What follows belongs to an exercise in optimizing a design on an open flow for small area; a production flow would make more cautious choices.
At most, simulation tests tie the RTL to the original design; equivalence was not proved.
Power and IR drop assume default switching activity.

== rev 12 ==
==> module rpn_fsm, before the edit <==
module rpn_fsm (
        input  logic clk, reset, enter_p, undo_p,
        output logic [2:0] s
    );
    localparam logic [2:0] WA = 3'd0, LA = 3'd4, WB = 3'd1, LB = 3'd5,
                           WO = 3'd2, LO = 3'd6, LR = 3'd7, SR = 3'd3;
    logic [2:0] n;
    always_comb begin
        n = s;
        case (s)
            WA: if (enter_p) n = LA;
            LA: n = WB;
            WB: if (enter_p) n = LB; else if (undo_p) n = WA;
            LB: n = WO;
            WO: if (enter_p) n = LO; else if (undo_p) n = WB;
            LO: n = LR;
            LR: n = SR;
            default: if (enter_p) n = WA; else if (undo_p) n = WO;
        endcase
    end
    always_ff @(posedge clk) begin
        if (reset) s <= WA;
        else       s <= n;
    end
endmodule
==> module rpn_alu, before the edit <==
module rpn_alu (
        input  logic clk, reset,
        input  logic [2:0] s,
        input  logic [15:0] DataIn,
        output logic [3:0] Flags,
        output logic [15:0] R,
        output logic        r_ne_in
    );
    localparam logic [2:0] WA = 3'd0, LA = 3'd4, WB = 3'd1, LB = 3'd5,
                           WO = 3'd2, LO = 3'd6, LR = 3'd7, SR = 3'd3;
    logic [15:0] A, B;
    logic [1:0]  Op;
    always_ff @(posedge clk) begin
        if (s == LA) A  <= DataIn;
        if (s == LB) B  <= DataIn;
        if (s == LO) Op <= DataIn[1:0];
    end
    logic [15:0] bx, g, p;
    logic [16:0] c;
    logic        sub;
    assign sub  = ~Op[1] & Op[0];
    assign bx   = B ^ {16{sub}};
    assign g    = A & bx;
    assign p    = A ^ bx;
    assign c[0] = sub;
    for (genvar i = 0; i < 16; i++) begin : g_add
        assign c[i+1] = g[i] | (p[i] & c[i]);
        assign R[i]   = Op[1] ? (Op[0] ? g[i] : (p[i] | g[i])) : (p[i] ^ c[i]);
    end
    logic cN, cZ, cC, cV;
    assign cN = R[15];
    assign cZ = (R == 16'd0);
    assign cC = ~Op[1] & c[16] & (~Op[0] | (B != 16'd0));
    assign cV = ~Op[1] & (c[16] ^ c[15]);
    always_ff @(posedge clk) begin
        if (reset)       Flags <= 4'd0;
        else if (s == LR) Flags <= {cN, cZ, cC, cV};
    end
    assign r_ne_in = (R != DataIn);
endmodule
==> module rpn_conv, before the edit <==
module rpn_conv (
        input  logic clk, reset, r_ne_in,
        input  logic [2:0] s,
        input  logic [15:0] DataIn, R,
        output logic [15:0] disp,
        output logic [18:0] bcd,
        output logic        bcd_valid
    );
    localparam logic [2:0] WA = 3'd0, LA = 3'd4, WB = 3'd1, LB = 3'd5,
                           WO = 3'd2, LO = 3'd6, LR = 3'd7, SR = 3'd3;
    logic [15:0] prev;
    assign disp = (s == SR) ? prev : DataIn;
    always_ff @(posedge clk) begin
        if (reset)                prev <= 16'd0;
        else if (s == LR || s == SR) prev <= R;
        else                      prev <= DataIn;
    end
    logic u1;
    always_ff @(posedge clk) u1 <= (s == LR) & r_ne_in;
    logic update;
    assign update = (s == SR) ? u1 : (prev != DataIn);
    logic [5:0] cnt;
    logic       t_wait, t_load;
    logic       cidle;
    assign cidle = (cnt == 6'd0);
    always_ff @(posedge clk) begin
        if (reset) begin
            t_wait <= 1'b0;
            t_load <= 1'b0;
            cnt    <= 6'd0;
        end else begin
            t_wait <= (~t_wait & update) | (t_wait & ~cidle);
            t_load <= t_wait & cidle;
            cnt    <= cnt + {5'd0, (~cidle | t_load)};
        end
    end
    logic [17:0] sh;
    logic        bit_in;
    logic [17:0] sh_a3;
    assign bit_in = cnt[5] & disp[~cnt[4:1]];
    function automatic logic [3:0] add3(input logic [3:0] d);
        add3[3] = d[3] | (d[2] & (d[1] | d[0]));
        add3[2] = (d[2] & ~d[1] & ~d[0]) | (d[3] & d[0]);
        add3[1] = (d[1] & ~d[2]) | (d[1] & d[0]) | (d[3] & ~d[0]);
        add3[0] = (~d[3] & ~d[2] & d[0]) | (d[2] & d[1] & ~d[0]) | (d[3] & ~d[0]);
    endfunction
    assign sh_a3 = {sh[17:16], add3(sh[15:12]), add3(sh[11:8]), add3(sh[7:4]), add3(sh[3:0])};
    always_ff @(posedge clk) begin
        if (cnt[5] & ~cnt[0]) sh <= sh_a3;
        else                  sh <= {sh[16:0], bit_in};
    end
    always_ff @(posedge clk) begin
        if (cnt == 6'd63) bcd <= {sh, disp[0]};
        if (reset)             bcd_valid <= 1'b0;
        else if (cnt == 6'd63) bcd_valid <= 1'b1;
    end
endmodule
==> module Act3_RPCalculator, before the edit <==
module Act3_RPCalculator #(parameter N_debouncer = 10) (
        input  logic        clk, resetN,
        input  logic        Enter, Undo, DisplayFormat,
        input  logic [15:0] DataIn,
        output logic [3:0]  Flags,
        output logic [7:0]  CurrentState,
        output logic [6:0]  Segments,
        output logic [4:0]  Anodes
    );
    logic resetN_aux, resetN_sync, reset;
    always_ff @(posedge clk) begin
        resetN_aux  <= resetN;
        resetN_sync <= resetN_aux;
    end
    assign reset = ~resetN_sync;
    logic enter_p, undo_p, fmt;
    rpn_debounce #(N_debouncer) db_enter (.clk(clk), .rst(reset), .PB(Enter),
        .pressed_pulse(enter_p), .pressed_status());
    rpn_debounce #(N_debouncer) db_undo  (.clk(clk), .rst(reset), .PB(Undo),
        .pressed_pulse(undo_p), .pressed_status());
    rpn_debounce #(N_debouncer) db_fmt   (.clk(clk), .rst(reset), .PB(DisplayFormat),
        .pressed_pulse(), .pressed_status(fmt));
    logic [2:0] s;
    rpn_fsm fsm (.clk(clk), .reset(reset), .enter_p(enter_p), .undo_p(undo_p), .s(s));
    assign CurrentState = {s == 3'd3, s == 3'd7, s == 3'd6, s == 3'd2,
                           s == 3'd5, s == 3'd1, s == 3'd4, s == 3'd0};
    logic [15:0] disp, R;
    logic        r_ne_in;
    rpn_alu alu (.clk(clk), .reset(reset), .s(s), .DataIn(DataIn), .Flags(Flags), .R(R), .r_ne_in(r_ne_in));
    logic [18:0] bcd;
    logic        bcd_valid;
    rpn_conv conv (.clk(clk), .reset(reset), .s(s), .r_ne_in(r_ne_in),
        .DataIn(DataIn), .R(R), .disp(disp), .bcd(bcd), .bcd_valid(bcd_valid));
    rpn_disp dsp (.clk(clk), .reset(reset), .fmt(fmt), .disp(disp), .bcd(bcd), .bcd_valid(bcd_valid),
        .Segments(Segments), .Anodes(Anodes));
endmodule
export LEC_CHECK = 0
export ABC_AREA = 1
export CAP_MARGIN = 20
export CORE_MARGIN = 2
export CORE_UTILIZATION = 60
export SLEW_MARGIN = 20
create_clock -name core_clock -period 7.0 [get_ports {clk}]
standard.sh (not shown) runs the stock make flow with config.mk's settings and CLKGATE_MAP_FILE= SYNTH_SCRIPT=/design/flow/synth_recipe.tcl, a recipe that flattens the netlist after the stock synthesis.
==> flow/flow/run.sh <==
#!/bin/bash
# Own layout flow: the standard flow, with the combinational logic of the
# standard synthesis re-mapped by an area-oriented ABC script (no adder cells),
# and the smallest buffer on the ports. Registers (names, count, cell types)
# are those of the standard synthesis; the flow checks this before using the
# re-mapped netlist and falls back to the standard netlist otherwise.
set -euo pipefail
W=$(pwd)
R=$W/orfs/results/$FLOW_PLATFORM/Act3_RPCalculator/base

# 1. the standard synthesis (the reference for register names)
bash standard.sh synth > $W/std_synth.log 2>&1
cp $R/1_2_yosys.v $W/std_1_2_yosys.v

# 2. the same synthesis script with another ABC script and no adder mapping
rm -rf $W/own_scripts $W/own
cp -r $FLOW_HOME/scripts $W/own_scripts
cp $W/flow/abc_area.script $W/own_scripts/abc_area.script
make -C $FLOW_HOME DESIGN_CONFIG=$W/config.mk WORK_HOME=$W/own CLKGATE_MAP_FILE= \
    SYNTH_SCRIPT=$W/synth_recipe.tcl SCRIPTS_DIR=$W/own_scripts ABC_AREA=1 ADDER_MAP_FILE= \
    synth > $W/own_synth.log 2>&1 || true
OWN=$W/own/results/$FLOW_PLATFORM/Act3_RPCalculator/base/1_2_yosys.v

# 3. use it only if it has exactly the standard synthesis's registers
if [[ -f $OWN ]] && python3 $W/flow/check_regs.py $W/std_1_2_yosys.v $OWN > $W/check_regs.log 2>&1; then
    cp $OWN $R/1_2_yosys.v
    echo "using the re-mapped netlist" >> $W/check_regs.log
else
    echo "using the standard netlist" >> $W/check_regs.log
fi
rm -f $R/1_synth.odb $R/1_synth.sdc

# 4. the rest of the standard flow
# clock tree and port buffer settings
source $W/flow/knobs.sh
bash standard.sh "BUFFER_PORTS_ARGS=-buffer_cell $PORT_BUF" "CTS_ARGS=$CTS" $EXTRA finish > $W/std_layout.log 2>&1
Other scripts of this flow, unchanged in this note and not shown: flow/flow/abc_area.script, flow/flow/check_regs.py, flow/flow/knobs.sh
Changes in rev 13 relative to rev 12:
--- a/flow/design.v
+++ b/flow/design.v
@@ -38,15 +38,15 @@
     assign pressed_pulse  = is_pressed;
     assign pressed_status = is_stable;
 endmodule
 module rpn_fsm (
         input  logic clk, reset, enter_p, undo_p,
-        output logic [2:0] s
+        output logic [7:0] st
     );
     localparam logic [2:0] WA = 3'd0, LA = 3'd4, WB = 3'd1, LB = 3'd5,
                            WO = 3'd2, LO = 3'd6, LR = 3'd7, SR = 3'd3;
-    logic [2:0] n;
+    logic [2:0] s, n;
     always_comb begin
         n = s;
         case (s)
             WA: if (enter_p) n = LA;
             LA: n = WB;
@@ -60,27 +60,25 @@
     end
     always_ff @(posedge clk) begin
         if (reset) s <= WA;
         else       s <= n;
     end
+    assign st = {s == SR, s == LR, s == LO, s == WO, s == LB, s == WB, s == LA, s == WA};
 endmodule
 module rpn_alu (
-        input  logic clk, reset,
-        input  logic [2:0] s,
+        input  logic clk, reset, ld_a, ld_b, ld_op, ld_res, show,
         input  logic [15:0] DataIn,
         output logic [3:0] Flags,
         output logic [15:0] R,
         output logic        r_ne_in
     );
-    localparam logic [2:0] WA = 3'd0, LA = 3'd4, WB = 3'd1, LB = 3'd5,
-                           WO = 3'd2, LO = 3'd6, LR = 3'd7, SR = 3'd3;
     logic [15:0] A, B;
     logic [1:0]  Op;
     always_ff @(posedge clk) begin
-        if (s == LA) A  <= DataIn;
-        if (s == LB) B  <= DataIn;
-        if (s == LO) Op <= DataIn[1:0];
+        if (ld_a) A  <= DataIn;
+        if (ld_b) B  <= DataIn;
+        if (ld_op) Op <= DataIn[1:0];
     end
     logic [15:0] bx, g, p;
     logic [16:0] c;
     logic        sub;
     assign sub  = ~Op[1] & Op[0];
@@ -97,35 +95,32 @@
     assign cZ = (R == 16'd0);
     assign cC = ~Op[1] & c[16] & (~Op[0] | (B != 16'd0));
     assign cV = ~Op[1] & (c[16] ^ c[15]);
     always_ff @(posedge clk) begin
         if (reset)       Flags <= 4'd0;
-        else if (s == LR) Flags <= {cN, cZ, cC, cV};
+        else if (ld_res) Flags <= {cN, cZ, cC, cV};
     end
     assign r_ne_in = (R != DataIn);
 endmodule
 module rpn_conv (
-        input  logic clk, reset, r_ne_in,
-        input  logic [2:0] s,
+        input  logic clk, reset, ld_res, show, r_ne_in,
         input  logic [15:0] DataIn, R,
         output logic [15:0] disp,
         output logic [18:0] bcd,
         output logic        bcd_valid
     );
-    localparam logic [2:0] WA = 3'd0, LA = 3'd4, WB = 3'd1, LB = 3'd5,
-                           WO = 3'd2, LO = 3'd6, LR = 3'd7, SR = 3'd3;
     logic [15:0] prev;
-    assign disp = (s == SR) ? prev : DataIn;
+    assign disp = show ? prev : DataIn;
     always_ff @(posedge clk) begin
         if (reset)                prev <= 16'd0;
-        else if (s == LR || s == SR) prev <= R;
+        else if (ld_res | show)   prev <= R;
         else                      prev <= DataIn;
     end
     logic u1;
-    always_ff @(posedge clk) u1 <= (s == LR) & r_ne_in;
+    always_ff @(posedge clk) u1 <= ld_res & r_ne_in;
     logic update;
-    assign update = (s == SR) ? u1 : (prev != DataIn);
+    assign update = show ? u1 : (prev != DataIn);
     logic [5:0] cnt;
     logic       t_wait, t_load;
     logic       cidle;
     assign cidle = (cnt == 6'd0);
     always_ff @(posedge clk) begin
@@ -229,32 +224,31 @@
         output logic [3:0]  Flags,
         output logic [7:0]  CurrentState,
         output logic [6:0]  Segments,
         output logic [4:0]  Anodes
     );
-    logic resetN_aux, resetN_sync, reset;
-    always_ff @(posedge clk) begin
-        resetN_aux  <= resetN;
-        resetN_sync <= resetN_aux;
-    end
-    assign reset = ~resetN_sync;
+    logic reset_aux, reset;
+    always_ff @(posedge clk) begin
+        reset_aux <= ~resetN;
+        reset     <= reset_aux;
+    end
     logic enter_p, undo_p, fmt;
     rpn_debounce #(N_debouncer) db_enter (.clk(clk), .rst(reset), .PB(Enter),
         .pressed_pulse(enter_p), .pressed_status());
     rpn_debounce #(N_debouncer) db_undo  (.clk(clk), .rst(reset), .PB(Undo),
         .pressed_pulse(undo_p), .pressed_status());
     rpn_debounce #(N_debouncer) db_fmt   (.clk(clk), .rst(reset), .PB(DisplayFormat),
         .pressed_pulse(), .pressed_status(fmt));
-    logic [2:0] s;
-    rpn_fsm fsm (.clk(clk), .reset(reset), .enter_p(enter_p), .undo_p(undo_p), .s(s));
-    assign CurrentState = {s == 3'd3, s == 3'd7, s == 3'd6, s == 3'd2,
-                           s == 3'd5, s == 3'd1, s == 3'd4, s == 3'd0};
+    logic [7:0] st;
+    rpn_fsm fsm (.clk(clk), .reset(reset), .enter_p(enter_p), .undo_p(undo_p), .st(st));
+    assign CurrentState = st;
     logic [15:0] disp, R;
     logic        r_ne_in;
-    rpn_alu alu (.clk(clk), .reset(reset), .s(s), .DataIn(DataIn), .Flags(Flags), .R(R), .r_ne_in(r_ne_in));
+    rpn_alu alu (.clk(clk), .reset(reset), .ld_a(st[1]), .ld_b(st[3]), .ld_op(st[5]),
+        .ld_res(st[6]), .show(st[7]), .DataIn(DataIn), .Flags(Flags), .R(R), .r_ne_in(r_ne_in));
     logic [18:0] bcd;
     logic        bcd_valid;
-    rpn_conv conv (.clk(clk), .reset(reset), .s(s), .r_ne_in(r_ne_in),
+    rpn_conv conv (.clk(clk), .reset(reset), .ld_res(st[6]), .show(st[7]), .r_ne_in(r_ne_in),
         .DataIn(DataIn), .R(R), .disp(disp), .bcd(bcd), .bcd_valid(bcd_valid));
     rpn_disp dsp (.clk(clk), .reset(reset), .fmt(fmt), .disp(disp), .bcd(bcd), .bcd_valid(bcd_valid),
         .Segments(Segments), .Anodes(Anodes));
 endmodule
Findings:
- Summary of rev 13 over rev 12: final critical delay including setup and external delays shrank by 0.34 ns, clock input transition at the sequential cells of the worst setup and hold paths shrank by 0.02 ns.
- Compared with rev 12, in rev 13 sequential power ~0 delta, net count of the mapped netlist roughly the same, met1 wire length lower, die area climbed 0.33%, power consumption closely matched the old numbers.
No functional check of the RTL was part of rev 12.

what the ideal ports hide:
The results above use ideal ports. As a check the final layouts listed here were re-extracted and re-timed, cells and wires unchanged. Step 1 sets driving cells, clkbuf_16 on the clock port and buf_2 on the other inputs (assumed; they add their load-dependent delay and slew). Step 2 adds t to the input delays and takes it off the output delays; t is the mean of the earliest and latest rising clock arrival at the registers after step 1. Input paths then give back, and output paths get back, about the clock's delay inside the block. Three values: ideal ports, drivers, drivers and shift; two values: the first two.
| run | shift t [ns] | slack for setup (ns) | worst setup path after step 2 |
|---|---|---|---|
| rev 12 | 0.428 | 0.629 / 0.595 / 0.985 | register to register |
| rev 13 | 0.422 | 0.967 / 0.967 / 0.967 | register to register |
After both steps every run listed still meets setup and hold.
